This design comes from an exercise in tuning for small area and a short achievable clock period on the open sky130 flow, not from production work. Where RTL was checked, it was by simulation tests only, not by an equivalence proof against the original. Only the layout flow was run in runs 2 and 3; the RTL was not checked for function there. No activity file was given, so power comes from the tool's default toggle rates.

### flow/flow/run.sh
#!/bin/bash
# The standard layout (standard.sh), except that the port buffers are
# sky130_fd_sc_hd__buf_2 cells instead of the flow's default choice of buffer,
# and timing repair aims for more setup slack than config.mk may ask for.
# standard.sh's output goes to standard.log; ORFS's own logs are under orfs/logs.
set -euo pipefail
export SETUP_SLACK_MARGIN=5.5
export BUFFER_PORTS_ARGS="-buffer_cell sky130_fd_sc_hd__buf_2"
bash standard.sh > standard.log 2>&1
### flow/standard.sh
#!/bin/bash
# synth_recipe.tcl (not shown) runs the flow's synth.tcl, then flattens the netlist and writes it again
# the make line also repeats each setting of config.mk as NAME=value (left out here)
make -C /OpenROAD-flow-scripts/flow DESIGN_CONFIG=/design/flow/config.mk WORK_HOME=/design/flow/orfs CLKGATE_MAP_FILE= SYNTH_SCRIPT=/design/flow/synth_recipe.tcl "${@:-finish}"
### flow/config.mk
export PLATFORM = sky130hd
export DESIGN_NAME = filter
export DESIGN_NICKNAME = filter
export VERILOG_FILES = /design/flow/design.v
export SDC_FILE = /design/flow/constraint.sdc
export NUM_CORES = 4
export LEC_CHECK = 0
export ABC_CLOCK_PERIOD_IN_PS = 3000
export CAP_MARGIN = 20
export CORE_MARGIN = 2
export CORE_UTILIZATION = 40
export CTS_BUF_LIST = sky130_fd_sc_hd__clkbuf_8
export CTS_CLUSTER_DIAMETER = 60
export CTS_CLUSTER_SIZE = 14
export SLEW_MARGIN = 20
export SYNTH_HIERARCHICAL = 1
### flow/constraint.sdc
create_clock -name core_clock -period 12.5 [get_ports {clock}]
set_input_delay 2.5000 -clock core_clock [delete_from_list [all_inputs] [get_ports {clock}]]
set_output_delay 2.5000 -clock core_clock [all_outputs]
set_load 0.01 [all_outputs]
### flow/design.v
`timescale 1ns / 1ps
module filter(
    clock,
    reset,
    Data_In,
    Data_Out
    );
    input clock,
          reset;
    input  [7:0] Data_In;
    output [16:0] Data_Out;
    reg  [7:0] x1;
    reg  [7:0] x2;
    reg  [7:0] x3;
    reg  [7:0] x4;
    reg  [7:0] x5;
    reg  [7:0] x6;
    reg  [7:0] x7;
    reg  [7:0] x8;
    reg  [7:0] x9;
    reg  [7:0] x10;
    reg  [7:0] x11;
    reg  [7:0] x12;
    reg  [7:0] x13;
    reg  [7:0] x14;
    reg  [7:0] x15;
    reg  [7:0] x16;
    reg  [7:0] x17;
    reg  [7:0] x18;
    reg  [7:0] x19;
    reg  [7:0] x20;
    reg  [7:0] x21;
    reg  [7:0] x22;
    reg  [7:0] x23;
    reg  [7:0] x24;
    reg  [7:0] x25;
    reg  [7:0] x26;
    reg  [7:0] x27;
    reg  [7:0] x28;
    reg  [7:0] x29;
    reg  [7:0] x30;
    reg  [4:0] age;      
    reg  [16:0] S;       
    always @(posedge clock) begin
        x1 <= reset ? 8'd0 : Data_In;
        x2 <= x1;
        x3 <= x2;
        x4 <= x3;
        x5 <= x4;
        x6 <= x5;
        x7 <= x6;
        x8 <= x7;
        x9 <= (reset || age < 5'd8) ? 8'd0 : x8;
        x10 <= reset ? 8'd0 : x9;
        x11 <= reset ? 8'd0 : x10;
        x12 <= reset ? 8'd0 : x11;
        x13 <= reset ? 8'd0 : x12;
        x14 <= reset ? 8'd0 : x13;
        x15 <= reset ? 8'd0 : x14;
        x16 <= reset ? 8'd0 : x15;
        x17 <= reset ? 8'd0 : x16;
        x18 <= reset ? 8'd0 : x17;
        x19 <= reset ? 8'd0 : x18;
        x20 <= reset ? 8'd0 : x19;
        x21 <= x20;
        x22 <= x21;
        x23 <= x22;
        x24 <= x23;
        x25 <= x24;
        x26 <= x25;
        x27 <= x26;
        x28 <= (reset || age < 5'd27) ? 8'd0 : x27;
        x29 <= reset ? 8'd0 : x28;
        x30 <= reset ? 8'd0 : x29;
        if (reset) age <= 5'd0;
        else if (age != 5'd31) age <= age + 5'd1;
    end
    wire s1;
    wire c2;
    wire s4;
    wire c5;
    wire s7;
    wire c8;
    wire s10;
    wire c11;
    wire s13;
    wire c14;
    wire s16;
    wire c17;
    wire s19;
    wire c20;
    wire s22;
    wire c23;
    wire s25;
    wire c26;
    wire s28;
    wire c29;
    wire s31;
    wire c32;
    wire s34;
    wire c35;
    wire s37;
    wire c38;
    wire s40;
    wire c41;
    wire s43;
    wire c44;
    wire s46;
    wire c47;
    wire s49;
    wire c50;
    wire s52;
    wire c53;
    wire s55;
    wire c56;
    wire s58;
    wire c59;
    wire n61;
    wire n62;
    wire n63;
    wire n64;
    wire n65;
    wire s66;
    wire c67;
    wire s69;
    wire c70;
    wire s72;
    wire c73;
    wire s75;
    wire c76;
    wire n78;
    wire n79;
    wire n80;
    wire n81;
    wire n82;
    wire s83;
    wire c84;
    wire s86;
    wire c87;
    wire s89;
    wire c90;
    wire s92;
    wire c93;
    wire s95;
    wire c96;
    wire s98;
    wire c99;
    wire s101;
    wire c102;
    wire s104;
    wire c105;
    wire s107;
    wire c108;
    wire s110;
    wire c111;
    wire s113;
    wire c114;
    wire s116;
    wire c117;
    wire s119;
    wire c120;
    wire s122;
    wire c123;
    wire s125;
    wire c126;
    wire s128;
    wire c129;
    wire s131;
    wire c132;
    wire s134;
    wire c135;
    wire s137;
    wire c138;
    wire s140;
    wire c141;
    wire s143;
    wire c144;
    wire s146;
    wire c147;
    wire s149;
    wire c150;
    wire s152;
    wire c153;
    wire s155;
    wire c156;
    wire s158;
    wire c159;
    wire s161;
    wire c162;
    wire s164;
    wire c165;
    wire s167;
    wire c168;
    wire s170;
    wire c171;
    wire s173;
    wire c174;
    wire s176;
    wire c177;
    wire s179;
    wire c180;
    wire s182;
    wire c183;
    wire s185;
    wire c186;
    wire s188;
    wire c189;
    wire s191;
    wire c192;
    wire s194;
    wire c195;
    wire s197;
    wire c198;
    wire s200;
    wire c201;
    wire s203;
    wire c204;
    wire s206;
    wire c207;
    wire s209;
    wire c210;
    wire s212;
    wire c213;
    wire s215;
    wire c216;
    wire s218;
    wire c219;
    wire s221;
    wire c222;
    wire s224;
    wire c225;
    wire s227;
    wire c228;
    wire s230;
    wire c231;
    wire s233;
    wire c234;
    wire s236;
    wire c237;
    wire s239;
    wire c240;
    wire s242;
    wire c243;
    wire s245;
    wire c246;
    wire s248;
    wire c249;
    wire s251;
    wire c252;
    wire s254;
    wire c255;
    wire s257;
    wire c258;
    wire s260;
    wire c261;
    wire s263;
    wire c264;
    wire s266;
    wire c267;
    wire s269;
    wire c270;
    wire s272;
    wire c273;
    wire s275;
    wire c276;
    wire s278;
    wire c279;
    wire s281;
    wire c282;
    wire s284;
    wire c285;
    wire s287;
    wire c288;
    wire s290;
    wire c291;
    wire s293;
    wire c294;
    wire s296;
    wire c297;
    wire s299;
    wire c300;
    wire s302;
    wire c303;
    wire s305;
    wire c306;
    wire s308;
    wire c309;
    wire s311;
    wire c312;
    wire s314;
    wire c315;
    wire s317;
    wire c318;
    wire s320;
    wire c321;
    wire s323;
    wire c324;
    wire s326;
    wire c327;
    wire s329;
    wire c330;
    wire s332;
    wire c333;
    wire s335;
    wire c336;
    wire s338;
    wire c339;
    wire s341;
    wire c342;
    wire s344;
    wire c345;
    wire s347;
    wire c348;
    wire s350;
    wire c351;
    wire s353;
    wire c354;
    wire s356;
    wire c357;
    wire s359;
    wire c360;
    wire s362;
    wire c363;
    wire s365;
    wire c366;
    wire s368;
    wire c369;
    wire s371;
    wire c372;
    wire s374;
    wire c375;
    wire s377;
    wire c378;
    wire s380;
    wire c381;
    wire s383;
    wire c384;
    wire s386;
    wire c387;
    wire s389;
    wire c390;
    wire s392;
    wire c393;
    wire s395;
    wire c396;
    wire s398;
    wire c399;
    wire s401;
    wire c402;
    wire s404;
    wire c405;
    wire s407;
    wire c408;
    wire s410;
    wire c411;
    wire s413;
    wire c414;
    wire s416;
    wire c417;
    wire s419;
    wire c420;
    wire s422;
    wire c423;
    wire s425;
    wire c426;
    wire s428;
    wire c429;
    wire s431;
    wire c432;
    wire s434;
    wire c435;
    wire s437;
    wire c438;
    wire s440;
    wire c441;
    wire s443;
    wire c444;
    wire s446;
    wire c447;
    wire s449;
    wire c450;
    wire s452;
    wire c453;
    wire s455;
    wire c456;
    wire s458;
    wire c459;
    wire s461;
    wire c462;
    wire s464;
    wire c465;
    wire s467;
    wire c468;
    wire s470;
    wire c471;
    wire s473;
    wire c474;
    wire s476;
    wire c477;
    wire s479;
    wire c480;
    wire s482;
    wire c483;
    wire s485;
    wire c486;
    wire s488;
    wire c489;
    wire s491;
    wire c492;
    wire s494;
    wire c495;
    wire s497;
    wire c498;
    wire s500;
    wire c501;
    wire s503;
    wire c504;
    wire s506;
    wire c507;
    wire s509;
    wire c510;
    wire s512;
    wire c513;
    wire s515;
    wire c516;
    wire s518;
    wire c519;
    wire s521;
    wire c522;
    wire s524;
    wire c525;
    wire s527;
    wire c528;
    wire s530;
    wire c531;
    wire s533;
    wire c534;
    wire s536;
    wire c537;
    wire s539;
    wire c540;
    wire s542;
    wire c543;
    wire s545;
    wire c546;
    wire s548;
    wire c549;
    wire s551;
    wire c552;
    wire s554;
    wire c555;
    wire s557;
    wire c558;
    wire s560;
    wire c561;
    wire s563;
    wire c564;
    wire s566;
    wire c567;
    wire s569;
    wire c570;
    wire s572;
    wire c573;
    wire s575;
    wire c576;
    wire s578;
    wire c579;
    wire s581;
    wire c582;
    wire s584;
    wire c585;
    wire s587;
    wire c588;
    wire s590;
    wire c591;
    wire s593;
    wire c594;
    wire s596;
    wire c597;
    wire s599;
    wire c600;
    wire s602;
    wire c603;
    wire s605;
    wire c606;
    wire s608;
    wire c609;
    wire s611;
    wire c612;
    wire s614;
    wire c615;
    wire s617;
    wire c618;
    wire s620;
    wire c621;
    wire s623;
    wire c624;
    wire s626;
    wire c627;
    wire s629;
    wire c630;
    wire s632;
    wire c633;
    wire s635;
    wire c636;
    wire s638;
    wire c639;
    wire s641;
    wire c642;
    wire s644;
    wire c645;
    wire s647;
    wire c648;
    wire s650;
    wire c651;
    wire s653;
    wire c654;
    wire s656;
    wire c657;
    wire s659;
    wire c660;
    wire s662;
    wire c663;
    wire s665;
    wire c666;
    wire s668;
    wire c669;
    fir_ha u3 (.a(x10[0]), .b(x19[0]), .s(s1), .co(c2));
    fir_fa u6 (.a(x10[1]), .b(x19[1]), .c(c2), .s(s4), .co(c5));
    fir_fa u9 (.a(x10[2]), .b(x19[2]), .c(c5), .s(s7), .co(c8));
    fir_fa u12 (.a(x10[3]), .b(x19[3]), .c(c8), .s(s10), .co(c11));
    fir_ha u15 (.a(x10[4]), .b(x19[4]), .s(s13), .co(c14));
    fir_fa u18 (.a(x10[5]), .b(x19[5]), .c(c14), .s(s16), .co(c17));
    fir_fa u21 (.a(x10[6]), .b(x19[6]), .c(c17), .s(s19), .co(c20));
    fir_fa u24 (.a(x10[7]), .b(x19[7]), .c(c20), .s(s22), .co(c23));
    fir_ha u27 (.a(x11[0]), .b(x18[0]), .s(s25), .co(c26));
    fir_fa u30 (.a(x11[1]), .b(x18[1]), .c(c26), .s(s28), .co(c29));
    fir_fa u33 (.a(x11[2]), .b(x18[2]), .c(c29), .s(s31), .co(c32));
    fir_fa u36 (.a(x11[3]), .b(x18[3]), .c(c32), .s(s34), .co(c35));
    fir_ha u39 (.a(x11[4]), .b(x18[4]), .s(s37), .co(c38));
    fir_fa u42 (.a(x11[5]), .b(x18[5]), .c(c38), .s(s40), .co(c41));
    fir_fa u45 (.a(x11[6]), .b(x18[6]), .c(c41), .s(s43), .co(c44));
    fir_fa u48 (.a(x11[7]), .b(x18[7]), .c(c44), .s(s46), .co(c47));
    fir_ha u51 (.a(x12[0]), .b(x17[0]), .s(s49), .co(c50));
    fir_fa u54 (.a(x12[1]), .b(x17[1]), .c(c50), .s(s52), .co(c53));
    fir_fa u57 (.a(x12[2]), .b(x17[2]), .c(c53), .s(s55), .co(c56));
    fir_fa u60 (.a(x12[3]), .b(x17[3]), .c(c56), .s(s58), .co(c59));
    assign n61 = ~s49;
    assign n62 = ~s52;
    assign n63 = ~s55;
    assign n64 = ~s58;
    assign n65 = ~c59;
    fir_ha u68 (.a(x12[4]), .b(x17[4]), .s(s66), .co(c67));
    fir_fa u71 (.a(x12[5]), .b(x17[5]), .c(c67), .s(s69), .co(c70));
    fir_fa u74 (.a(x12[6]), .b(x17[6]), .c(c70), .s(s72), .co(c73));
    fir_fa u77 (.a(x12[7]), .b(x17[7]), .c(c73), .s(s75), .co(c76));
    assign n78 = ~s66;
    assign n79 = ~s69;
    assign n80 = ~s72;
    assign n81 = ~s75;
    assign n82 = ~c76;
    fir_ha u85 (.a(x13[0]), .b(x16[0]), .s(s83), .co(c84));
    fir_fa u88 (.a(x13[1]), .b(x16[1]), .c(c84), .s(s86), .co(c87));
    fir_fa u91 (.a(x13[2]), .b(x16[2]), .c(c87), .s(s89), .co(c90));
    fir_fa u94 (.a(x13[3]), .b(x16[3]), .c(c90), .s(s92), .co(c93));
    fir_ha u97 (.a(x13[4]), .b(x16[4]), .s(s95), .co(c96));
    fir_fa u100 (.a(x13[5]), .b(x16[5]), .c(c96), .s(s98), .co(c99));
    fir_fa u103 (.a(x13[6]), .b(x16[6]), .c(c99), .s(s101), .co(c102));
    fir_fa u106 (.a(x13[7]), .b(x16[7]), .c(c102), .s(s104), .co(c105));
    fir_ha u109 (.a(x14[0]), .b(x15[0]), .s(s107), .co(c108));
    fir_fa u112 (.a(x14[1]), .b(x15[1]), .c(c108), .s(s110), .co(c111));
    fir_fa u115 (.a(x14[2]), .b(x15[2]), .c(c111), .s(s113), .co(c114));
    fir_fa u118 (.a(x14[3]), .b(x15[3]), .c(c114), .s(s116), .co(c117));
    fir_ha u121 (.a(x14[4]), .b(x15[4]), .s(s119), .co(c120));
    fir_fa u124 (.a(x14[5]), .b(x15[5]), .c(c120), .s(s122), .co(c123));
    fir_fa u127 (.a(x14[6]), .b(x15[6]), .c(c123), .s(s125), .co(c126));
    fir_fa u130 (.a(x14[7]), .b(x15[7]), .c(c126), .s(s128), .co(c129));
    fir_fa u133 (.a(x1[0]), .b(x28[0]), .c(x30[0]), .s(s131), .co(c132));
    fir_fa u136 (.a(s25), .b(s83), .c(s107), .s(s134), .co(c135));
    fir_fa u139 (.a(1'b1), .b(x1[1]), .c(x28[1]), .s(s137), .co(c138));
    fir_fa u142 (.a(x29[0]), .b(x30[1]), .c(x30[0]), .s(s140), .co(c141));
    fir_fa u145 (.a(n61), .b(c132), .c(s137), .s(s143), .co(c144));
    fir_fa u148 (.a(s140), .b(s28), .c(s86), .s(s146), .co(c147));
    fir_fa u151 (.a(s110), .b(c135), .c(s143), .s(s149), .co(c150));
    fir_fa u154 (.a(s146), .b(s149), .c(Data_In[0]), .s(s152), .co(c153));
    fir_fa u157 (.a(x1[2]), .b(x9[0]), .c(x20[0]), .s(s155), .co(c156));
    fir_fa u160 (.a(x28[2]), .b(x29[1]), .c(x30[2]), .s(s158), .co(c159));
    fir_fa u163 (.a(x30[1]), .b(s1), .c(s25), .s(s161), .co(c162));
    fir_fa u166 (.a(s83), .b(c138), .c(c141), .s(s164), .co(c165));
    fir_fa u169 (.a(s155), .b(s158), .c(s161), .s(s167), .co(c168));
    fir_fa u172 (.a(n62), .b(c144), .c(s164), .s(s170), .co(c171));
    fir_fa u175 (.a(c147), .b(s31), .c(s89), .s(s173), .co(c174));
    fir_fa u178 (.a(s113), .b(s167), .c(c150), .s(s176), .co(c177));
    fir_fa u181 (.a(s170), .b(s173), .c(s176), .s(s179), .co(c180));
    fir_fa u184 (.a(s179), .b(Data_In[1]), .c(c153), .s(s182), .co(c183));
    fir_fa u187 (.a(x1[3]), .b(x9[1]), .c(x20[1]), .s(s185), .co(c186));
    fir_fa u190 (.a(x28[3]), .b(x29[2]), .c(x30[3]), .s(s188), .co(c189));
    fir_fa u193 (.a(x30[2]), .b(s1), .c(s107), .s(s191), .co(c192));
    fir_fa u196 (.a(c156), .b(c159), .c(s185), .s(s194), .co(c195));
    fir_fa u199 (.a(s188), .b(s4), .c(s28), .s(s197), .co(c198));
    fir_fa u202 (.a(s86), .b(c162), .c(s191), .s(s200), .co(c201));
    fir_fa u205 (.a(c165), .b(s194), .c(s197), .s(s203), .co(c204));
    fir_fa u208 (.a(c168), .b(s200), .c(n63), .s(s206), .co(c207));
    fir_fa u211 (.a(c171), .b(s34), .c(s92), .s(s209), .co(c210));
    fir_fa u214 (.a(s116), .b(c174), .c(s203), .s(s212), .co(c213));
    fir_fa u217 (.a(s206), .b(c177), .c(s209), .s(s215), .co(c216));
    fir_fa u220 (.a(s212), .b(c180), .c(s215), .s(s218), .co(c219));
    fir_fa u223 (.a(Data_In[2]), .b(s218), .c(c183), .s(s221), .co(c222));
    fir_fa u226 (.a(x1[4]), .b(x9[2]), .c(x20[2]), .s(s224), .co(c225));
    fir_fa u229 (.a(x28[4]), .b(x29[3]), .c(x30[4]), .s(s227), .co(c228));
    fir_fa u232 (.a(x30[3]), .b(s25), .c(s37), .s(s230), .co(c231));
    fir_fa u235 (.a(s95), .b(s119), .c(c186), .s(s233), .co(c234));
    fir_fa u238 (.a(c189), .b(s224), .c(s227), .s(s236), .co(c237));
    fir_fa u241 (.a(s4), .b(s110), .c(c192), .s(s239), .co(c240));
    fir_fa u244 (.a(s230), .b(c195), .c(s233), .s(s242), .co(c243));
    fir_fa u247 (.a(s236), .b(c198), .c(s7), .s(s245), .co(c246));
    fir_fa u250 (.a(s31), .b(s89), .c(s239), .s(s248), .co(c249));
    fir_fa u253 (.a(c201), .b(s242), .c(c35), .s(s251), .co(c252));
    fir_fa u256 (.a(c93), .b(c117), .c(c204), .s(s254), .co(c255));
    fir_fa u259 (.a(s245), .b(n64), .c(s248), .s(s257), .co(c258));
    fir_fa u262 (.a(c207), .b(c210), .c(s251), .s(s260), .co(c261));
    fir_fa u265 (.a(c213), .b(s254), .c(s257), .s(s263), .co(c264));
    fir_fa u268 (.a(c216), .b(s260), .c(Data_In[3]), .s(s266), .co(c267));
    fir_fa u271 (.a(s263), .b(c219), .c(s266), .s(s269), .co(c270));
    fir_fa u274 (.a(1'b1), .b(x1[5]), .c(x9[3]), .s(s272), .co(c273));
    fir_fa u277 (.a(x20[3]), .b(x28[5]), .c(x29[4]), .s(s275), .co(c276));
    fir_fa u280 (.a(x30[5]), .b(x30[4]), .c(s49), .s(s278), .co(c279));
    fir_fa u283 (.a(s83), .b(s107), .c(n78), .s(s281), .co(c282));
    fir_fa u286 (.a(c225), .b(c228), .c(s272), .s(s284), .co(c285));
    fir_fa u289 (.a(s275), .b(s28), .c(s40), .s(s287), .co(c288));
    fir_fa u292 (.a(s98), .b(s122), .c(c231), .s(s290), .co(c291));
    fir_fa u295 (.a(s278), .b(c234), .c(c237), .s(s293), .co(c294));
    fir_fa u298 (.a(s281), .b(s284), .c(c240), .s(s296), .co(c297));
    fir_fa u301 (.a(s7), .b(s113), .c(s287), .s(s299), .co(c300));
    fir_fa u304 (.a(s290), .b(c243), .c(s293), .s(s302), .co(c303));
    fir_fa u307 (.a(s10), .b(s34), .c(s92), .s(s305), .co(c306));
    fir_fa u310 (.a(c246), .b(s296), .c(n65), .s(s308), .co(c309));
    fir_fa u313 (.a(c249), .b(s299), .c(s302), .s(s311), .co(c312));
    fir_fa u316 (.a(c252), .b(c255), .c(s305), .s(s314), .co(c315));
    fir_fa u319 (.a(c258), .b(s308), .c(s311), .s(s317), .co(c318));
    fir_fa u322 (.a(c261), .b(s314), .c(Data_In[4]), .s(s320), .co(c321));
    fir_fa u325 (.a(c264), .b(s317), .c(c267), .s(s323), .co(c324));
    fir_fa u328 (.a(s320), .b(c270), .c(s323), .s(s326), .co(c327));
    fir_fa u331 (.a(1'b1), .b(x1[6]), .c(x9[4]), .s(s329), .co(c330));
    fir_fa u334 (.a(x20[4]), .b(x28[6]), .c(x29[5]), .s(s332), .co(c333));
    fir_fa u337 (.a(x30[6]), .b(x30[5]), .c(s13), .s(s335), .co(c336));
    fir_fa u340 (.a(s37), .b(s95), .c(c273), .s(s338), .co(c339));
    fir_fa u343 (.a(c276), .b(s329), .c(s332), .s(s341), .co(c342));
    fir_fa u346 (.a(s52), .b(s86), .c(s110), .s(s344), .co(c345));
    fir_fa u349 (.a(c279), .b(s335), .c(n79), .s(s347), .co(c348));
    fir_fa u352 (.a(c282), .b(c285), .c(s338), .s(s350), .co(c351));
    fir_fa u355 (.a(s341), .b(c288), .c(c291), .s(s353), .co(c354));
    fir_fa u358 (.a(s31), .b(s43), .c(s101), .s(s356), .co(c357));
    fir_fa u361 (.a(s125), .b(s344), .c(s347), .s(s359), .co(c360));
    fir_fa u364 (.a(c294), .b(s350), .c(c11), .s(s362), .co(c363));
    fir_fa u367 (.a(c35), .b(c93), .c(c297), .s(s365), .co(c366));
    fir_fa u370 (.a(s10), .b(s116), .c(s353), .s(s368), .co(c369));
    fir_fa u373 (.a(c300), .b(s356), .c(c303), .s(s371), .co(c372));
    fir_fa u376 (.a(s359), .b(c306), .c(s362), .s(s374), .co(c375));
    fir_fa u379 (.a(c309), .b(s365), .c(s368), .s(s377), .co(c378));
    fir_fa u382 (.a(c312), .b(s371), .c(c315), .s(s380), .co(c381));
    fir_fa u385 (.a(s374), .b(Data_In[5]), .c(s377), .s(s383), .co(c384));
    fir_fa u388 (.a(c318), .b(s380), .c(c321), .s(s386), .co(c387));
    fir_fa u391 (.a(s383), .b(c324), .c(s386), .s(s389), .co(c390));
    fir_fa u394 (.a(1'b1), .b(x1[7]), .c(x9[5]), .s(s392), .co(c393));
    fir_fa u397 (.a(x20[5]), .b(x28[7]), .c(x29[6]), .s(s395), .co(c396));
    fir_fa u400 (.a(x30[7]), .b(x30[6]), .c(s13), .s(s398), .co(c399));
    fir_fa u403 (.a(s119), .b(c330), .c(c333), .s(s401), .co(c402));
    fir_fa u406 (.a(s392), .b(s395), .c(s16), .s(s404), .co(c405));
    fir_fa u409 (.a(s40), .b(s98), .c(c336), .s(s407), .co(c408));
    fir_fa u412 (.a(s398), .b(c339), .c(c342), .s(s410), .co(c411));
    fir_fa u415 (.a(s401), .b(c345), .c(s55), .s(s413), .co(c414));
    fir_fa u418 (.a(s89), .b(s113), .c(s404), .s(s416), .co(c417));
    fir_fa u421 (.a(s407), .b(c348), .c(n80), .s(s419), .co(c420));
    fir_fa u424 (.a(c351), .b(s410), .c(c11), .s(s422), .co(c423));
    fir_fa u427 (.a(c117), .b(c354), .c(s34), .s(s425), .co(c426));
    fir_fa u430 (.a(s46), .b(s104), .c(s128), .s(s428), .co(c429));
    fir_fa u433 (.a(c357), .b(s413), .c(s416), .s(s431), .co(c432));
    fir_fa u436 (.a(c360), .b(s419), .c(c363), .s(s434), .co(c435));
    fir_fa u439 (.a(c366), .b(s422), .c(c369), .s(s437), .co(c438));
    fir_fa u442 (.a(s425), .b(s428), .c(s431), .s(s440), .co(c441));
    fir_fa u445 (.a(c372), .b(c375), .c(s434), .s(s443), .co(c444));
    fir_fa u448 (.a(c378), .b(s437), .c(Data_In[6]), .s(s446), .co(c447));
    fir_fa u451 (.a(s440), .b(c381), .c(s443), .s(s449), .co(c450));
    fir_fa u454 (.a(c384), .b(s446), .c(s449), .s(s452), .co(c453));
    fir_fa u457 (.a(c387), .b(s452), .c(c390), .s(s455), .co(c456));
    fir_fa u460 (.a(1'b1), .b(x9[6]), .c(x20[6]), .s(s458), .co(c459));
    fir_fa u463 (.a(x29[7]), .b(x30[7]), .c(s37), .s(s461), .co(c462));
    fir_fa u466 (.a(c393), .b(c396), .c(s458), .s(s464), .co(c465));
    fir_fa u469 (.a(s16), .b(s122), .c(c399), .s(s467), .co(c468));
    fir_fa u472 (.a(s461), .b(c402), .c(s464), .s(s470), .co(c471));
    fir_fa u475 (.a(c405), .b(c408), .c(s19), .s(s473), .co(c474));
    fir_fa u478 (.a(s43), .b(s101), .c(s467), .s(s476), .co(c477));
    fir_fa u481 (.a(c411), .b(s470), .c(c35), .s(s479), .co(c480));
    fir_fa u484 (.a(c47), .b(c105), .c(c129), .s(s482), .co(c483));
    fir_fa u487 (.a(s58), .b(s92), .c(s116), .s(s485), .co(c486));
    fir_fa u490 (.a(c414), .b(c417), .c(s473), .s(s488), .co(c489));
    fir_fa u493 (.a(n81), .b(s476), .c(c420), .s(s491), .co(c492));
    fir_fa u496 (.a(c423), .b(c426), .c(c429), .s(s494), .co(c495));
    fir_fa u499 (.a(s479), .b(s482), .c(s485), .s(s497), .co(c498));
    fir_fa u502 (.a(c432), .b(s488), .c(s491), .s(s500), .co(c501));
    fir_fa u505 (.a(c435), .b(c438), .c(s494), .s(s503), .co(c504));
    fir_fa u508 (.a(s497), .b(Data_In[7]), .c(c441), .s(s506), .co(c507));
    fir_fa u511 (.a(s500), .b(c444), .c(s503), .s(s509), .co(c510));
    fir_fa u514 (.a(c447), .b(s506), .c(c450), .s(s512), .co(c513));
    fir_fa u517 (.a(s509), .b(s512), .c(c453), .s(s515), .co(c516));
    fir_fa u520 (.a(1'b1), .b(x9[7]), .c(x20[7]), .s(s518), .co(c519));
    fir_fa u523 (.a(s66), .b(s95), .c(s119), .s(s521), .co(c522));
    fir_fa u526 (.a(c459), .b(s518), .c(s40), .s(s524), .co(c525));
    fir_fa u529 (.a(c462), .b(s521), .c(c465), .s(s527), .co(c528));
    fir_fa u532 (.a(c468), .b(s19), .c(s125), .s(s530), .co(c531));
    fir_fa u535 (.a(s524), .b(c471), .c(s527), .s(s533), .co(c534));
    fir_fa u538 (.a(c59), .b(c93), .c(c117), .s(s536), .co(c537));
    fir_fa u541 (.a(s22), .b(s46), .c(s104), .s(s539), .co(c540));
    fir_fa u544 (.a(c474), .b(n82), .c(c477), .s(s542), .co(c543));
    fir_fa u547 (.a(s530), .b(s533), .c(c480), .s(s545), .co(c546));
    fir_fa u550 (.a(c483), .b(c486), .c(s536), .s(s548), .co(c549));
    fir_fa u553 (.a(c489), .b(s539), .c(c492), .s(s551), .co(c552));
    fir_fa u556 (.a(s542), .b(c495), .c(s545), .s(s554), .co(c555));
    fir_fa u559 (.a(c498), .b(s548), .c(c501), .s(s557), .co(c558));
    fir_fa u562 (.a(s551), .b(c504), .c(s554), .s(s560), .co(c561));
    fir_fa u565 (.a(c507), .b(s557), .c(c510), .s(s563), .co(c564));
    fir_fa u568 (.a(s560), .b(c513), .c(s563), .s(s566), .co(c567));
    fir_fa u571 (.a(c519), .b(s69), .c(s98), .s(s569), .co(c570));
    fir_fa u574 (.a(s122), .b(c522), .c(c525), .s(s572), .co(c573));
    fir_fa u577 (.a(s43), .b(s569), .c(c528), .s(s575), .co(c576));
    fir_fa u580 (.a(c23), .b(c47), .c(c105), .s(s578), .co(c579));
    fir_fa u583 (.a(s22), .b(s128), .c(c531), .s(s581), .co(c582));
    fir_fa u586 (.a(s572), .b(c534), .c(s575), .s(s584), .co(c585));
    fir_fa u589 (.a(c537), .b(c540), .c(s578), .s(s587), .co(c588));
    fir_fa u592 (.a(c543), .b(s581), .c(s584), .s(s590), .co(c591));
    fir_fa u595 (.a(c546), .b(c549), .c(s587), .s(s593), .co(c594));
    fir_fa u598 (.a(c552), .b(s590), .c(c555), .s(s596), .co(c597));
    fir_fa u601 (.a(s593), .b(c558), .c(c561), .s(s599), .co(c600));
    fir_fa u604 (.a(s596), .b(s599), .c(c564), .s(s602), .co(c603));
    fir_fa u607 (.a(1'b1), .b(c570), .c(s72), .s(s605), .co(c606));
    fir_fa u610 (.a(s101), .b(s125), .c(c23), .s(s608), .co(c609));
    fir_fa u613 (.a(c129), .b(c573), .c(s46), .s(s611), .co(c612));
    fir_fa u616 (.a(s605), .b(c576), .c(c579), .s(s614), .co(c615));
    fir_fa u619 (.a(c582), .b(s608), .c(s611), .s(s617), .co(c618));
    fir_fa u622 (.a(c585), .b(c588), .c(s614), .s(s620), .co(c621));
    fir_fa u625 (.a(s617), .b(c591), .c(c594), .s(s623), .co(c624));
    fir_fa u628 (.a(s620), .b(c597), .c(s623), .s(s626), .co(c627));
    fir_fa u631 (.a(c600), .b(s626), .c(c603), .s(s629), .co(c630));
    fir_fa u634 (.a(1'b1), .b(c47), .c(s75), .s(s632), .co(c633));
    fir_fa u637 (.a(s104), .b(s128), .c(c606), .s(s635), .co(c636));
    fir_fa u640 (.a(c609), .b(c612), .c(s632), .s(s638), .co(c639));
    fir_fa u643 (.a(s635), .b(c615), .c(c618), .s(s641), .co(c642));
    fir_fa u646 (.a(s638), .b(c621), .c(s641), .s(s644), .co(c645));
    fir_fa u649 (.a(c624), .b(s644), .c(c627), .s(s647), .co(c648));
    fir_fa u652 (.a(1'b1), .b(c76), .c(c105), .s(s650), .co(c651));
    fir_fa u655 (.a(c129), .b(c633), .c(c636), .s(s653), .co(c654));
    fir_fa u658 (.a(s650), .b(c639), .c(s653), .s(s656), .co(c657));
    fir_fa u661 (.a(c642), .b(s656), .c(c645), .s(s659), .co(c660));
    fir_fa u664 (.a(1'b1), .b(c651), .c(c654), .s(s662), .co(c663));
    fir_fa u667 (.a(c657), .b(s662), .c(c660), .s(s665), .co(c666));
    fir_fa u670 (.a(1'b1), .b(c663), .c(c666), .s(s668), .co(c669));
    wire [16:0] rowA = {1'b1, s668, s665, c648, c630, s629, c567, c516, c456, s455, c327, s326, c222, s221, s182, s152, s131};
    wire [16:0] rowB = {c669, 1'b0, 1'b0, s659, s647, 1'b0, s602, s566, s515, 1'b0, s389, 1'b0, s269, 1'b0, 1'b0, 1'b0, s134};
    wire [16:0] S_next = rowA + rowB;
    always @(posedge clock) begin
        if (reset) S <= 17'd0;
        else       S <= S_next;
    end
    wire [9:0] oa, ob, og, op;
    wire [7:1] oe;
    fir_xor2 u_a0 (.a(S[0]), .b(Data_In[0]), .y(oa[0]));
    fir_and2 u_b1 (.a(S[0]), .b(Data_In[0]), .y(ob[1]));
    fir_xor2 u_e1 (.a(Data_In[1]), .b(Data_In[0]), .y(oe[1]));
    fir_xor2 u_a1 (.a(S[1]), .b(oe[1]), .y(oa[1]));
    fir_maj3 u_b2 (.a(S[1]), .b(Data_In[1]), .c(Data_In[0]), .y(ob[2]));
    fir_xor2 u_e2 (.a(Data_In[2]), .b(Data_In[1]), .y(oe[2]));
    fir_xor2 u_a2 (.a(S[2]), .b(oe[2]), .y(oa[2]));
    fir_maj3 u_b3 (.a(S[2]), .b(Data_In[2]), .c(Data_In[1]), .y(ob[3]));
    fir_xor2 u_e3 (.a(Data_In[3]), .b(Data_In[2]), .y(oe[3]));
    fir_xor2 u_a3 (.a(S[3]), .b(oe[3]), .y(oa[3]));
    fir_maj3 u_b4 (.a(S[3]), .b(Data_In[3]), .c(Data_In[2]), .y(ob[4]));
    fir_xor2 u_e4 (.a(Data_In[4]), .b(Data_In[3]), .y(oe[4]));
    fir_xor2 u_a4 (.a(S[4]), .b(oe[4]), .y(oa[4]));
    fir_maj3 u_b5 (.a(S[4]), .b(Data_In[4]), .c(Data_In[3]), .y(ob[5]));
    fir_xor2 u_e5 (.a(Data_In[5]), .b(Data_In[4]), .y(oe[5]));
    fir_xor2 u_a5 (.a(S[5]), .b(oe[5]), .y(oa[5]));
    fir_maj3 u_b6 (.a(S[5]), .b(Data_In[5]), .c(Data_In[4]), .y(ob[6]));
    fir_xor2 u_e6 (.a(Data_In[6]), .b(Data_In[5]), .y(oe[6]));
    fir_xor2 u_a6 (.a(S[6]), .b(oe[6]), .y(oa[6]));
    fir_maj3 u_b7 (.a(S[6]), .b(Data_In[6]), .c(Data_In[5]), .y(ob[7]));
    fir_xor2 u_e7 (.a(Data_In[7]), .b(Data_In[6]), .y(oe[7]));
    fir_xor2 u_a7 (.a(S[7]), .b(oe[7]), .y(oa[7]));
    fir_maj3 u_b8 (.a(S[7]), .b(Data_In[7]), .c(Data_In[6]), .y(ob[8]));
    fir_xor2 u_a8 (.a(S[8]), .b(Data_In[7]), .y(oa[8]));
    fir_and2 u_b9 (.a(S[8]), .b(Data_In[7]), .y(ob[9]));
    assign oa[9] = S[9];
    assign ob[0] = 1'b0;
    assign og[0] = 1'b0;
    assign op[0] = 1'b0;
    fir_and2 u_g1 (.a(oa[1]), .b(ob[1]), .y(og[1]));
    fir_xor2 u_p1 (.a(oa[1]), .b(ob[1]), .y(op[1]));
    fir_and2 u_g2 (.a(oa[2]), .b(ob[2]), .y(og[2]));
    fir_xor2 u_p2 (.a(oa[2]), .b(ob[2]), .y(op[2]));
    fir_and2 u_g3 (.a(oa[3]), .b(ob[3]), .y(og[3]));
    fir_xor2 u_p3 (.a(oa[3]), .b(ob[3]), .y(op[3]));
    fir_and2 u_g4 (.a(oa[4]), .b(ob[4]), .y(og[4]));
    fir_xor2 u_p4 (.a(oa[4]), .b(ob[4]), .y(op[4]));
    fir_and2 u_g5 (.a(oa[5]), .b(ob[5]), .y(og[5]));
    fir_xor2 u_p5 (.a(oa[5]), .b(ob[5]), .y(op[5]));
    fir_and2 u_g6 (.a(oa[6]), .b(ob[6]), .y(og[6]));
    fir_xor2 u_p6 (.a(oa[6]), .b(ob[6]), .y(op[6]));
    fir_and2 u_g7 (.a(oa[7]), .b(ob[7]), .y(og[7]));
    fir_xor2 u_p7 (.a(oa[7]), .b(ob[7]), .y(op[7]));
    fir_and2 u_g8 (.a(oa[8]), .b(ob[8]), .y(og[8]));
    fir_xor2 u_p8 (.a(oa[8]), .b(ob[8]), .y(op[8]));
    fir_and2 u_g9 (.a(oa[9]), .b(ob[9]), .y(og[9]));
    fir_xor2 u_p9 (.a(oa[9]), .b(ob[9]), .y(op[9]));
    wire G0_2;
    fir_ao21 u_G0_2 (.a(og[2]), .b(op[2]), .c(og[1]), .y(G0_2));
    wire G0_4;
    fir_ao21 u_G0_4 (.a(og[4]), .b(op[4]), .c(og[3]), .y(G0_4));
    wire P0_4;
    fir_and2 u_P0_4 (.a(op[4]), .b(op[3]), .y(P0_4));
    wire G0_6;
    fir_ao21 u_G0_6 (.a(og[6]), .b(op[6]), .c(og[5]), .y(G0_6));
    wire P0_6;
    fir_and2 u_P0_6 (.a(op[6]), .b(op[5]), .y(P0_6));
    wire G0_8;
    fir_ao21 u_G0_8 (.a(og[8]), .b(op[8]), .c(og[7]), .y(G0_8));
    wire P0_8;
    fir_and2 u_P0_8 (.a(op[8]), .b(op[7]), .y(P0_8));
    wire G1_3;
    fir_ao21 u_G1_3 (.a(og[3]), .b(op[3]), .c(G0_2), .y(G1_3));
    wire G1_4;
    fir_ao21 u_G1_4 (.a(G0_4), .b(P0_4), .c(G0_2), .y(G1_4));
    wire G1_7;
    fir_ao21 u_G1_7 (.a(og[7]), .b(op[7]), .c(G0_6), .y(G1_7));
    wire P1_7;
    fir_and2 u_P1_7 (.a(op[7]), .b(P0_6), .y(P1_7));
    wire G1_8;
    fir_ao21 u_G1_8 (.a(G0_8), .b(P0_8), .c(G0_6), .y(G1_8));
    wire P1_8;
    fir_and2 u_P1_8 (.a(P0_8), .b(P0_6), .y(P1_8));
    wire G2_5;
    fir_ao21 u_G2_5 (.a(og[5]), .b(op[5]), .c(G1_4), .y(G2_5));
    wire G2_6;
    fir_ao21 u_G2_6 (.a(G0_6), .b(P0_6), .c(G1_4), .y(G2_6));
    wire G2_7;
    fir_ao21 u_G2_7 (.a(G1_7), .b(P1_7), .c(G1_4), .y(G2_7));
    wire G2_8;
    fir_ao21 u_G2_8 (.a(G1_8), .b(P1_8), .c(G1_4), .y(G2_8));
    wire G3_9;
    fir_ao21 u_G3_9 (.a(og[9]), .b(op[9]), .c(G2_8), .y(G3_9));
    wire [10:1] cy;   
    assign cy[1] = 1'b0;
    assign cy[2] = og[1];
    assign cy[3] = G0_2;
    assign cy[4] = G1_3;
    assign cy[5] = G1_4;
    assign cy[6] = G2_5;
    assign cy[7] = G2_6;
    assign cy[8] = G2_7;
    assign cy[9] = G2_8;
    assign cy[10] = G3_9;
    assign Data_Out[0] = oa[0];
    assign Data_Out[1] = op[1];
    fir_xor2 u_y2 (.a(op[2]), .b(cy[2]), .y(Data_Out[2]));
    fir_xor2 u_y3 (.a(op[3]), .b(cy[3]), .y(Data_Out[3]));
    fir_xor2 u_y4 (.a(op[4]), .b(cy[4]), .y(Data_Out[4]));
    fir_xor2 u_y5 (.a(op[5]), .b(cy[5]), .y(Data_Out[5]));
    fir_xor2 u_y6 (.a(op[6]), .b(cy[6]), .y(Data_Out[6]));
    fir_xor2 u_y7 (.a(op[7]), .b(cy[7]), .y(Data_Out[7]));
    fir_xor2 u_y8 (.a(op[8]), .b(cy[8]), .y(Data_Out[8]));
    fir_xor2 u_y9 (.a(op[9]), .b(cy[9]), .y(Data_Out[9]));
    wire [6:0] hi_inc = S[16:10] + 7'd1;
    fir_mux2 u_y10 (.a(S[10]), .b(hi_inc[0]), .s(cy[10]), .y(Data_Out[10]));
    fir_mux2 u_y11 (.a(S[11]), .b(hi_inc[1]), .s(cy[10]), .y(Data_Out[11]));
    fir_mux2 u_y12 (.a(S[12]), .b(hi_inc[2]), .s(cy[10]), .y(Data_Out[12]));
    fir_mux2 u_y13 (.a(S[13]), .b(hi_inc[3]), .s(cy[10]), .y(Data_Out[13]));
    fir_mux2 u_y14 (.a(S[14]), .b(hi_inc[4]), .s(cy[10]), .y(Data_Out[14]));
    fir_mux2 u_y15 (.a(S[15]), .b(hi_inc[5]), .s(cy[10]), .y(Data_Out[15]));
    fir_mux2 u_y16 (.a(S[16]), .b(hi_inc[6]), .s(cy[10]), .y(Data_Out[16]));
endmodule
module fir_xor2(input a, input b, output y);
    assign y = a ^ b;
endmodule
module fir_and2(input a, input b, output y);
    assign y = a & b;
endmodule
module fir_maj3(input a, input b, input c, output y);
    assign y = (a & b) | (a & c) | (b & c);
endmodule
module fir_ao21(input a, input b, input c, output y);
    assign y = a | (b & c);
endmodule
module fir_mux2(input a, input b, input s, output y);
    assign y = s ? b : a;
endmodule
module fir_fa(input a, input b, input c, output s, output co);
    assign s = a ^ b ^ c;
    assign co = (a & b) | (a & c) | (b & c);
endmodule
module fir_ha(input a, input b, output s, output co);
    assign s = a ^ b;
    assign co = a & b;
endmodule
==> summary.md, run 1 <==
| Metric | Value |
|---|---|
| WP buf/inv | `2` |
| Core area | `29,600 sq um` |
| Via density | `4.41` |
| Proportion of layout cells with a drive suffix above 1 | `0.104` |
| Worst setup SP type | `input port` |
| Mapped Area | `12,000 sq um` |
| Setup Viol. Count Final | `0` |
| Clock Skew | `0.0162 ns` |
| Commonest non-fill, non-tap cell in the layout | `dfxtp_1` |
| Largest net degree at the start of global routing | `75` |
| Clock sink count | `262` |
| CTS Buffer Depth | `3` |
| First-pass GRT wire length | `33.6 mm` |
| Post-synth top flop | `dfxtp_1` |
| Crit. End Element | `output pin` |
| Fin crit share | `0.557` |
| IO Pins | `27` |
| Cell Rows | `63` |
| Antenna violations before repair | `0` |
| CTS root buf | `clkbuf_8` |
| Crit Path Max Fanout | `7` |
| Final Hold Viols | `0` |
| Crit-path cells | `buf_4 > xor2_2 > xor2_1 > xor2_1 > a21o_1 > a21o_1 > a21o_1 > a21o_4 > mux2_4 > buf_6` |
| Total track usage | `0.140` |
| # diodes | `0` |
| Routed WL | `20.0 mm` |
| Fin cells | `1,278` |
| Avg Synthesized Cell Area | `14.4 sq um` |
| Die Area | `31,300 sq um` |
| Post-synthesis sequential area ratio | `0.438` |
| Post-synth EDFFs | `0` |
| PnR Total Power | `1.71 mW` |
| H-tree lvl count | `1` |
| Global placement routability congestion | `0.813` |
| CP max-delay cell | `mux2_4` |
| Post-Syn Instances | `831` |
| Synth top area share | `0.438` |
| Power Dens Cells | `130 nW/um^2` |
| Most frequent cells in the layout | `dfxtp_1 (262), fa_1 (210), nor2b_1 (119)` |
| Die height | `177 um` |
| Top cells by area, synth | `dfxtp_1 (44%), fa_1 (35%), nor2b_1 (6.2%)` |
| Period minus WS final | `6.96 ns` |
| Detail Route Antenna Nets | `0` |
| Most repeated library cell on the critical path | `a21o_1` |
| Clock transition at path regs | `0.09 ns` |
| FMAX | `144 MHz` |
| Inserted Clock Buffers | `23` |
| Die Wd | `177 um` |
| DRC Markers | `0` |
| DP HPWL | `15.6 mm` |
| Setup TNS | `0 ns` |
| Worst VDD drop | `0.0000796 V` |
| CP Data Required Time | `10.00 ns` |
| Status | `no timing/DRC/antenna violations` |
| Placed insts | `1,241` |
| Max cap viols | `0` |
| Relative slew slack | `0.373` |
| Post-DR wirelength/cell | `15.7 um` |
| RSZ-0062 raised after global routing | `true` |
| Worst Hold Class | `flip-flop to flip-flop` |
| Dominant cell type by area after synthesis | `dfxtp_1` |
| Critical path class | `input port to output pin` |
| Max reg flops | `17` |
| Largest stage delay, worst path | `0.31 ns` |
| Synth warn | `7` |
| # nets final | `1,126` |
| Worst-margin pin slew | `0.933 ns` |
| Initial Util | `0.405` |
| Worst skew pair latency | `0.55 ns` |
| Port Buf Inserts | `26` |
| TritonRoute pass-1 iters | `4` |
| Post-synthesis async set-or-reset flop share | `0` |
| Vias in the first global route | `6,259` |
| Initial DRC Count | `187` |
| Leakage | `6.00 nW` |
| Area Overhead vs Synth | `9.60%` |
| Biggest register | `S` |
| Pins Over Slew Limit | `0` |
| Yosys cell types | `41` |
| CP delay by family, top | `compound AO/OA/AOI/OAI gates` |
| Arr. time, crit path | `4.46 ns` |
| CTS tree | `yes` |
| Vias | `5,632` |
| Remaining global-route overflow | `0` |
| #FFs+latches synth | `262` |
## power by group
group	switching [mW]	leakage, nW	total (mW)	internal (mW)
clock network	0.269	0.190	0.445	0.176
logic	0.195	3.68	0.389	0.194
registers	0.0175	2.13	0.878	0.860
## worst register-to-register path: cells and delay by family, from the launching register on
family	cells	cell delay, ns
fa+ha+maj	12	5.05
compound gates	2	0.48
mux	1	0.36
flops	1	0.33
simple gates	2	0.21
## per-module statistics from Yosys, one instance, submodules excluded
module,flip-flops and latches,area [sq um]
fir_ha,0,12.5
fir_maj3,0,11.3
fir_and2,0,6.26
fir_mux2,0,15.0
fir_fa,0,20.0
filter,262,6980
fir_xor2,0,8.76
fir_ao21,0,7.51
## cells by family after synthesis
logic type | count (synthesis) | share of synthesized area
AND/OR/NAND/NOR | 203 | 0.0996
buffers and inverters | 29 | 0.00971
AO/OA/AOI/OAI | 33 | 0.0203
XOR/XNOR | 51 | 0.0373
other | 1 | 0.000313
adder cells (fa/ha/maj) | 239 | 0.381
multiplexers | 13 | 0.0144
flip-flops | 262 | 0.438
## timing repair
action | CTS | global route
resized for setup | 15 | 16
endpoints found under the hold margin | 0 | 0
buffers inserted | 5 | 3
setup endpoints to repair | 7 | 7
pin swaps | 10 | 16
hold buffers | 0 | 0
## stage by stage
step                      instance area [sq um]  setup WS, ns  hold slack [ns]   util
after floorplan                           12000          5.76            0.310      -
after global placement                    12600          5.25            0.310  0.425
after detailed placement                  12600          5.16            0.312  0.425
after CTS                                 13000          5.50            0.323  0.441
after global routing                      13100          5.41            0.330  0.444
final                                     13100          5.54            0.321  0.444
## synthesized netlist by cell type, drive strengths merged, types with 2 or more instances
library cell,instances
dfxtp,262
fa,210
nor2b,119
xor2,43
and2,32
ha,22
nor2,22
a21o,15
clkbuf,14
inv,12
mux2,10
nand2,10
xnor2,8
maj3,7
nand3,7
a21oi,5
and3,4
a31o,3
a31oi,3
buf,3
mux2i,3
o21ai,3
nand4,2
nor3,2
## final timing paths
kind | slack (ns) | start | end | cells past startpoint
max | 5.54 | Data_In[6] | Data_Out[14] | 10
min reg2reg | 0.32 | x26[7] | x27[7] | 0
min | 0.32 | x26[7] | x27[7] | 0
max reg2reg | 5.94 | x18[0] | S[16] | 17
## final cells by class
cell class              instances  area [sq um]
clock inverters                 5          33.8
flip-flops and latches        262          5250
multi-input cells             550          6700
well taps                     390           488
fillers                      2695         16400
inverters                      12          45.0
repair buffers                 35           289
clock buffers                  24           330
## layer usage
| metal | vias up | global-route usage | wire length [um] |
|---|---|---|---|
| met5 | - | 0 | 0 |
| met1 | 2855 | 0.206 | 9740 |
| li1 | 2685 | - | - |
| met4 | 0 | 0.0351 | 417 |
| met3 | 28 | 0.0238 | 707 |
| met2 | 64 | 0.214 | 9170 |
==> run 2, diff against run 1 <==
--- a/flow/design.v
+++ b/flow/design.v
@@ -765,52 +765,15 @@
     wire [9:0] oa, ob, og, op;
     wire [7:1] oe;
     fir_xor2 u_a0 (.a(S[0]), .b(Data_In[0]), .y(oa[0]));
-    fir_and2 u_b1 (.a(S[0]), .b(Data_In[0]), .y(ob[1]));
-    fir_xor2 u_e1 (.a(Data_In[1]), .b(Data_In[0]), .y(oe[1]));
-    fir_xor2 u_a1 (.a(S[1]), .b(oe[1]), .y(oa[1]));
-    fir_maj3 u_b2 (.a(S[1]), .b(Data_In[1]), .c(Data_In[0]), .y(ob[2]));
-    fir_xor2 u_e2 (.a(Data_In[2]), .b(Data_In[1]), .y(oe[2]));
-    fir_xor2 u_a2 (.a(S[2]), .b(oe[2]), .y(oa[2]));
-    fir_maj3 u_b3 (.a(S[2]), .b(Data_In[2]), .c(Data_In[1]), .y(ob[3]));
-    fir_xor2 u_e3 (.a(Data_In[3]), .b(Data_In[2]), .y(oe[3]));
-    fir_xor2 u_a3 (.a(S[3]), .b(oe[3]), .y(oa[3]));
-    fir_maj3 u_b4 (.a(S[3]), .b(Data_In[3]), .c(Data_In[2]), .y(ob[4]));
-    fir_xor2 u_e4 (.a(Data_In[4]), .b(Data_In[3]), .y(oe[4]));
-    fir_xor2 u_a4 (.a(S[4]), .b(oe[4]), .y(oa[4]));
-    fir_maj3 u_b5 (.a(S[4]), .b(Data_In[4]), .c(Data_In[3]), .y(ob[5]));
-    fir_xor2 u_e5 (.a(Data_In[5]), .b(Data_In[4]), .y(oe[5]));
-    fir_xor2 u_a5 (.a(S[5]), .b(oe[5]), .y(oa[5]));
-    fir_maj3 u_b6 (.a(S[5]), .b(Data_In[5]), .c(Data_In[4]), .y(ob[6]));
-    fir_xor2 u_e6 (.a(Data_In[6]), .b(Data_In[5]), .y(oe[6]));
-    fir_xor2 u_a6 (.a(S[6]), .b(oe[6]), .y(oa[6]));
-    fir_maj3 u_b7 (.a(S[6]), .b(Data_In[6]), .c(Data_In[5]), .y(ob[7]));
-    fir_xor2 u_e7 (.a(Data_In[7]), .b(Data_In[6]), .y(oe[7]));
-    fir_xor2 u_a7 (.a(S[7]), .b(oe[7]), .y(oa[7]));
-    fir_maj3 u_b8 (.a(S[7]), .b(Data_In[7]), .c(Data_In[6]), .y(ob[8]));
-    fir_xor2 u_a8 (.a(S[8]), .b(Data_In[7]), .y(oa[8]));
-    fir_and2 u_b9 (.a(S[8]), .b(Data_In[7]), .y(ob[9]));
-    assign oa[9] = S[9];
-    assign ob[0] = 1'b0;
-    assign og[0] = 1'b0;
-    assign op[0] = 1'b0;
-    fir_and2 u_g1 (.a(oa[1]), .b(ob[1]), .y(og[1]));
-    fir_xor2 u_p1 (.a(oa[1]), .b(ob[1]), .y(op[1]));
-    fir_and2 u_g2 (.a(oa[2]), .b(ob[2]), .y(og[2]));
-    fir_xor2 u_p2 (.a(oa[2]), .b(ob[2]), .y(op[2]));
-    fir_and2 u_g3 (.a(oa[3]), .b(ob[3]), .y(og[3]));
-    fir_xor2 u_p3 (.a(oa[3]), .b(ob[3]), .y(op[3]));
-    fir_and2 u_g4 (.a(oa[4]), .b(ob[4]), .y(og[4]));
-    fir_xor2 u_p4 (.a(oa[4]), .b(ob[4]), .y(op[4]));
-    fir_and2 u_g5 (.a(oa[5]), .b(ob[5]), .y(og[5]));
-    fir_xor2 u_p5 (.a(oa[5]), .b(ob[5]), .y(op[5]));
-    fir_and2 u_g6 (.a(oa[6]), .b(ob[6]), .y(og[6]));
-    fir_xor2 u_p6 (.a(oa[6]), .b(ob[6]), .y(op[6]));
-    fir_and2 u_g7 (.a(oa[7]), .b(ob[7]), .y(og[7]));
-    fir_xor2 u_p7 (.a(oa[7]), .b(ob[7]), .y(op[7]));
-    fir_and2 u_g8 (.a(oa[8]), .b(ob[8]), .y(og[8]));
-    fir_xor2 u_p8 (.a(oa[8]), .b(ob[8]), .y(op[8]));
-    fir_and2 u_g9 (.a(oa[9]), .b(ob[9]), .y(og[9]));
-    fir_xor2 u_p9 (.a(oa[9]), .b(ob[9]), .y(op[9]));
+    fir_pg1 u_pg1 (.s1(S[1]), .s0(S[0]), .d1(Data_In[1]), .d0(Data_In[0]), .p(op[1]), .g(og[1]));
+    fir_pg u_pg2 (.s1(S[2]), .s0(S[1]), .d2(Data_In[2]), .d1(Data_In[1]), .d0(Data_In[0]), .p(op[2]), .g(og[2]));
+    fir_pg u_pg3 (.s1(S[3]), .s0(S[2]), .d2(Data_In[3]), .d1(Data_In[2]), .d0(Data_In[1]), .p(op[3]), .g(og[3]));
+    fir_pg u_pg4 (.s1(S[4]), .s0(S[3]), .d2(Data_In[4]), .d1(Data_In[3]), .d0(Data_In[2]), .p(op[4]), .g(og[4]));
+    fir_pg u_pg5 (.s1(S[5]), .s0(S[4]), .d2(Data_In[5]), .d1(Data_In[4]), .d0(Data_In[3]), .p(op[5]), .g(og[5]));
+    fir_pg u_pg6 (.s1(S[6]), .s0(S[5]), .d2(Data_In[6]), .d1(Data_In[5]), .d0(Data_In[4]), .p(op[6]), .g(og[6]));
+    fir_pg u_pg7 (.s1(S[7]), .s0(S[6]), .d2(Data_In[7]), .d1(Data_In[6]), .d0(Data_In[5]), .p(op[7]), .g(og[7]));
+    fir_pg8 u_pg8 (.s1(S[8]), .s0(S[7]), .d1(Data_In[7]), .d0(Data_In[6]), .p(op[8]), .g(og[8]));
+    fir_pg9 u_pg9 (.s1(S[9]), .s0(S[8]), .d0(Data_In[7]), .p(op[9]), .g(og[9]));
     wire G0_2;
     fir_ao21 u_G0_2 (.a(og[2]), .b(op[2]), .c(og[1]), .y(G0_2));
     wire G0_4;
@@ -877,6 +840,29 @@
     fir_mux2 u_y15 (.a(S[15]), .b(hi_inc[5]), .s(cy[10]), .y(Data_Out[15]));
     fir_mux2 u_y16 (.a(S[16]), .b(hi_inc[6]), .s(cy[10]), .y(Data_Out[16]));
 endmodule
+module fir_pg(input s1, input s0, input d2, input d1, input d0, output p, output g);
+    wire a = s1 ^ d2 ^ d1;
+    wire b = (s0 & d1) | (s0 & d0) | (d1 & d0);
+    assign p = a ^ b;
+    assign g = a & b;
+endmodule
+module fir_pg1(input s1, input s0, input d1, input d0, output p, output g);
+    wire a = s1 ^ d1 ^ d0;
+    wire b = s0 & d0;
+    assign p = a ^ b;
+    assign g = a & b;
+endmodule
+module fir_pg8(input s1, input s0, input d1, input d0, output p, output g);
+    wire a = s1 ^ d1;
+    wire b = (s0 & d1) | (s0 & d0) | (d1 & d0);
+    assign p = a ^ b;
+    assign g = a & b;
+endmodule
+module fir_pg9(input s1, input s0, input d0, output p, output g);
+    wire b = s0 & d0;
+    assign p = s1 ^ b;
+    assign g = s1 & b;
+endmodule
 module fir_xor2(input a, input b, output y);
     assign y = a ^ b;
 endmodule
==> summary.md, run 2 <==
| Metric | Value |
|---|---|
| Worst Hold Class | `flip-flop to flip-flop` |
| Critical path class | `input port to output pin` |
| Proportion of layout cells with a drive suffix above 1 | `0.0966` |
| CP Capture Point | `Data_Out[14]` |
| Beginning of the critical path | `Data_In[4]` |
| RSZ-0062 raised after global routing | `true` |
| Yosys cell types | `44` |
| Port Buf Inserts | `26` |
| Core Util, Final | `0.444` |
| Reg2reg start | `x11[0]` |
| Routed WL | `20.0 mm` |
| Worst skew pair latency | `0.55 ns` |
| Post-DR wirelength/cell | `15.9 um` |
| Cell Rows | `63` |
| Top cells by area, synth | `dfxtp_1 (44%), fa_1 (35%), nor2b_1 (6.2%)` |
| # diodes | `0` |
| Biggest register | `S` |
| Synth top area share | `0.437` |
| Status | `no timing/DRC/antenna violations` |
| Worst setup SP type | `input port` |
| Placed insts | `1,225` |
| Worst R2R End | `S[16]` |
| CP Data Required Time | `10.00 ns` |
| Initial DRC Count | `214` |
| Most frequent cells in the layout | `dfxtp_1 (262), fa_1 (210), nor2b_1 (119)` |
| CTS tree | `yes` |
| CTS root buf | `clkbuf_8` |
| Power Dens Cells | `132 nW/um^2` |
| Detail Route Antenna Nets | `0` |
| Via density | `4.46` |
| Worst VDD drop | `0.0000825 V` |
| Fin crit share | `0.566` |
| Worst-margin pin slew | `0.970 ns` |
| Avg Synthesized Cell Area | `14.7 sq um` |
| Setup TNS | `0 ns` |
| Die Wd | `177 um` |
| Max reg flops | `17` |
| Fillers | `2,657` |
| Clock sink count | `262` |
| Crit Path Max Fanout | `7` |
| Post-synthesis sequential area ratio | `0.437` |
| Post-Syn Instances | `815` |
| Dominant cell type by area after synthesis | `dfxtp_1` |
| Post-Place Worst Slack | `5.11 ns` |
| Cell with the most instances after synthesis | `dfxtp_1` |
| Final Hold Viols | `0` |
| Final WS setup | `5.43 ns` |
| H-tree lvl count | `1` |
| Die Area | `31,400 sq um` |
| Clock Skew | `0.0171 ns` |
| # nets final | `1,118` |
| Die height | `177 um` |
| FMAX | `141 MHz` |
| Setup Viol. Count Final | `0` |
| Global placement routability congestion | `0.796` |
| TritonRoute pass-1 iters | `4` |
| Relative slew slack | `0.349` |
| Remaining global-route overflow | `0` |
| First-pass GRT wire length | `33.3 mm` |
| CTS Buffer Depth | `3` |
| Clock transition at path regs | `0.08 ns` |
| Period minus WS final | `7.07 ns` |
| Synth warn | `7` |
| DP HPWL | `15.9 mm` |
| Post-synth top flop | `dfxtp_1` |
| Arr. time, crit path | `4.57 ns` |
| Max cap viols | `0` |
| Antenna violations before repair | `0` |
| Post-synth EDFFs | `0` |
| Mapped Area | `12,000 sq um` |
| Fin cells | `1,260` |
| Commonest non-fill, non-tap cell in the layout | `dfxtp_1` |
| Initial Util | `0.406` |
| #FFs+latches synth | `262` |
| Core area | `29,600 sq um` |
| Worst reg2reg path depth | `17` |
| Crit. End Element | `output pin` |
| Total track usage | `0.138` |
| Vias | `5,619` |
| Cts hold-fix bufs | `0` |
| DRC Markers | `0` |
| Post-synthesis async set-or-reset flop share | `0` |
| IO Pins | `27` |
| Inserted Clock Buffers | `23` |
| Area Overhead vs Synth | `9.50%` |
| Leakage | `6.01 nW` |
| Largest net degree at the start of global routing | `75` |
| Vias in the first global route | `6,166` |
| Synth cell count leaders | `dfxtp_1 (262), fa_1 (210), nor2b_1 (119)` |
| Pins Over Slew Limit | `0` |
| Reg-to-reg slack, setup | `5.94 ns` |
[run 2: how the worst min path moves through the flow]
| stage | start | end | slack (ns) | cells after the start |
|---|---|---|---|---|
| final | x25[4] | x26[4] | 0.32 | 0 |
| after global routing | x25[4] | x26[4] | 0.32 | 0 |
| after CTS | x25[4] | x26[4] | 0.32 | 0 |
| after detailed placement | x23[1] | x24[1] | 0.31 | 0 |
| after global placement | x7[7] | x8[7] | 0.31 | 0 |
| after floorplan | x21[0] | x22[0] | 0.31 | 0 |
[run 2: metrics by stage]
stage / hold WS [ns] / cell area, sq um / power (mW)
finish: 0.321 / 13100 / 1.73
global route: 0.321 / 13100 / 1.83
CTS: 0.315 / 13100 / 1.76
detailed placement: 0.312 / 12600 / 1.26
global placement: 0.310 / 12600 / 1.25
floorplan: 0.310 / 12000 / 1.17
[run 2: layer usage]
layer / track usage / vias up / wire length, um
met5: 0 / - / 0
met4: 0.0337 / 0 / 362
met3: 0.0208 / 25 / 654
met2: 0.214 / 57 / 9240
met1: 0.203 / 2887 / 9750
li1: - / 2650 / -
[run 2: area by class of cell]
cell class	count	area, sq um	area share
repair buffers	34	262	0.0199
well taps	390	488	0.0372
inverters	12	45.0	0.00343
multi-input cells	534	6720	0.512
clock inverters	5	58.8	0.00448
clock buffers	23	317	0.0241
flip-flops and latches	262	5250	0.399
[run 2: kinds of logic after synthesis]
family                   count (synthesis)  synth area share
AO/OA/AOI/OAI                           33            0.0202
XOR/XNOR                                35            0.0343
adder cells (fa/ha/maj)                248             0.389
buffers and inverters                   29           0.00970
flip-flops                             262             0.437
multiplexers                            13            0.0144
other                                    1          0.000313
AND/OR/NAND/NOR                        194            0.0948
[run 2: critical path, stage by stage]
cell    delay [ns]
buf_2         0.15
maj3_1        0.37
ha_1          0.33
and2_1        0.19
and2_1        0.14
a21o_1        0.20
a21o_4        0.25
mux2_4        0.31
buf_6         0.12
[run 2: repair_timing]
item                       CTS  global route
setup endpoints to repair    7             7
pin swaps                   13             5
setup buffers                6             1
gates resized for setup     22             0
[run 2: Yosys stat by module, one instance, submodules excluded, excerpt]
module / times used / cells inside / cell area [sq um]
fir_ao21: 13 / 1 / 7.51
fir_pg1: 1 / 3 / 43.8
fir_xor2: 9 / 1 / 8.76
fir_fa: 210 / 1 / 20.0
fir_mux2: 7 / 1 / 15.0
fir_ha: 10 / 1 / 12.5
fir_and2: 5 / 1 / 6.26
fir_pg8: 1 / 3 / 32.5
filter: 1 / 535 / 6980
fir_pg: 6 / 3 / 46.3
[run 2: power breakdown]
part	internal (mW)	switching, mW	leakage [nW]
Sequential	0.860	0.0174	2.13
Combinational	0.208	0.192	3.68
Clock	0.190	0.265	0.194
Total	1.26	0.474	6.01
==> run 3, diff against run 2 <==
==> flow/flow/run.sh (replaced) <==
#!/bin/bash
# The standard layout (standard.sh) with three changes: synthesis runs
# flow/synth.tcl (synth_recipe.tcl without adder-cell extraction in the output
# adder's small modules), the port buffers are sky130_fd_sc_hd__buf_2 cells,
# and timing repair aims for more setup slack than config.mk may ask for.
# Logs: standard.log here; ORFS's own logs under orfs/logs.
set -euo pipefail
export SETUP_SLACK_MARGIN=5.5
export BUFFER_PORTS_ARGS="-buffer_cell sky130_fd_sc_hd__buf_2"
sed "s#SYNTH_SCRIPT=[^ ]*#SYNTH_SCRIPT=$PWD/flow/synth.tcl#" standard.sh > own_standard.sh
grep -q "SYNTH_SCRIPT=$PWD/flow/synth.tcl" own_standard.sh
bash own_standard.sh > standard.log 2>&1
==> flow/flow/synth.tcl (new file) <==
# synth_recipe.tcl (the standard synthesis), except that full and half adder
# cells are extracted only in filter, fir_fa and fir_ha: the one-cell modules
# of the output adder and its fir_pg* modules are left to ABC as they are.
proc synth {args} { yosys synth -nofsm -noshare {*}$args }
proc extract_fa {args} { yosys extract_fa {*}$args filter fir_fa fir_ha }
source $::env(SCRIPTS_DIR)/synth.tcl
# left out here: clear keep_hierarchy, flatten, clean up, hide names made inside functions, write 1_2_yosys.v
==> summary.md, run 3 <==
| Metric | Value |
|---|---|
| Status | `no timing/DRC/antenna violations` |
| Leakage | `5.99 nW` |
| CTS Buffer Depth | `3` |
| Proportion of layout cells with a drive suffix above 1 | `0.115` |
| Pins Over Slew Limit | `0` |
| Synth top area share | `0.434` |
| DRC Markers | `0` |
| Period minus WS final | `6.94 ns` |
| RSZ-0062 raised after global routing | `false` |
| WHS Path Cells | `0` |
| Cell Rows | `63` |
| Detail Route Antenna Nets | `0` |
| CTS tree | `yes` |
| Clock sink count | `262` |
| Max cap viols | `0` |
| Fin crit share | `0.555` |
| DP HPWL | `16.1 mm` |
| Yosys cell types | `45` |
| Dominant cell type by area after synthesis | `dfxtp_1` |
| #FFs+latches synth | `262` |
| Mapped Area | `12,100 sq um` |
| Initial DRC Count | `243` |
| Inserted Clock Buffers | `24` |
| Die height | `178 um` |
| Remaining global-route overflow | `0` |
| # nets final | `1,137` |
| Clock Skew | `0.0194 ns` |
| Most frequent cells in the layout | `dfxtp_1 (262), fa_1 (210), nor2b_1 (120)` |
| PnR Total Power | `1.71 mW` |
| Arr. time, crit path | `4.44 ns` |
| Met1 Track Usage GR | `0.201` |
| Via density | `4.51` |
| Post-synth top flop | `dfxtp_1` |
| Reg2reg start | `x11[0]` |
-- run 3: cell count changes in the layout (fill, tap and decap cells not counted), moves of 5 or more --
cell,previous run,this run
buf_6,7,0
ha_1,27,22
o21ai_1,1,7
buf_2,13,21
o21ai_2,0,7
o211ai_1,0,6
xnor2_2,0,12
maj3_1,5,0
xor3_1,7,0
nand3b_1,0,7
nand2b_1,0,5
-- run 3: worst max-delay path by stage --
| stage | start | endpoint | slack (ns) |
|---|---|---|---|
| 5_1_grt | Data_In[1] | Data_Out[13] | 5.50 |
| 2_1_floorplan | Data_In[0] | Data_Out[10] | 5.92 |
| 4_1_cts | Data_In[1] | Data_Out[16] | 5.51 |
| 3_3_place_gp | Data_In[1] | Data_Out[13] | 5.43 |
| 3_5_place_dp | Data_In[1] | Data_Out[16] | 5.34 |
| 6_report | Data_In[1] | Data_Out[12] | 5.56 |
-- run 3: worst max-delay path: stages --
cell	delay, ns
buf_4	0.16
nand3b_1	0.20
o21ai_2	0.10
xnor2_2	0.10
a21o_1	0.19
a21o_4	0.24
a21o_1	0.22
a21o_4	0.27
mux2_4	0.30
buf_2	0.14
-- run 3: stage by stage --
stage	instances	area [sq um]	util	setup slack, ns	hold WS [ns]
2_1_floorplan	854	12100	-	5.92	0.310
3_3_place_gp	1255	12700	0.427	5.43	0.310
3_5_place_dp	1255	12700	0.427	5.34	0.312
4_1_cts	1284	13100	0.440	5.51	0.325
5_1_grt	1288	13200	0.444	5.50	0.335
6_report	1288	13200	0.444	5.56	0.326
-- run 3: area by class of cell --
| type | count | area (sq um) |
|---|---|---|
| Clock inverter | 4 | 38.8 |
| Tap cell | 390 | 488 |
| Clock buffer | 25 | 344 |
| Multi-Input combinational cell | 563 | 6860 |
| Timing Repair Buffer | 32 | 188 |
| Inverter | 12 | 45.0 |
| Fill cell | 2701 | 16500 |
| Sequential cell | 262 | 5250 |
-- run 3: kinds of logic (layout without fill, tap and decap cells) --
family,count (synthesis),count (layout),share of synthesized area
DFF,262,262,0.434
muxes,14,14,0.0151
other,1,11,0.000311
AOI/OAI and AO/OA,53,53,0.0318
and+or+nand+nor,210,210,0.103
buffers and inverters,29,73,0.00963
xor gates and xnor gates,43,43,0.0349
adders and majority gates,232,232,0.371
-- run 3: routing by layer --
| layer | vias up | wire [um] |
|---|---|---|
| met2 | 52 | 9360 |
| met5 | - | 0 |
| met3 | 26 | 585 |
| met4 | 0 | 375 |
| met1 | 2988 | 9790 |
| li1 | 2748 | - |
-- run 3: Yosys stat by module (local to each module, per instance) --
module / flops+latches / times used
filter: 262 / 1
fir_pg: 0 / 6
fir_pg8: 0 / 1
fir_pg1: 0 / 1
fir_fa: 0 / 210
fir_pg9: 0 / 1
fir_mux2: 0 / 7
fir_ha: 0 / 10
fir_xor2: 0 / 9
fir_ao21: 0 / 13
fir_and2: 0 / 5
-- run 3: repair_timing --
item | CTS | global route
resized for setup | 2 | 20
setup endpoints to repair | 7 | 7
pin swaps | 0 | 8
setup buffers | 0 | 4
-- run 3: power by group --
| part | switching, mW | internal, mW | leakage [nW] |
|---|---|---|---|
| logic | 0.186 | 0.180 | 3.66 |
| clock network | 0.269 | 0.186 | 0.197 |
| registers | 0.0250 | 0.860 | 2.13 |

## static timing again, ports no longer ideal
No port has a modelled driver above. Below, the same layouts with a new extraction and two added sets of constraints. Step 1, drivers: a clkbuf_16 drives clock and a buf_2 each remaining input, both assumed. Step 2, shift: input delay + t, output delay - t, t = (earliest + latest rising clock arrival at the registers) / 2. This alone moves slack from input paths to output paths. Slacks: ideal / step 1 / step 2; pairs: ideal / step 1.
| run | shift t [ns] | slack for setup (ns) |
|---|---|---|
| run 1 | 0.585 | 5.540 / 5.501 / 5.501 |
| run 2 | 0.581 | 5.427 / 5.369 / 5.369 |
| run 3 | 0.580 | 5.565 / 5.535 / 5.535 |
After both steps every run listed still meets setup and hold.
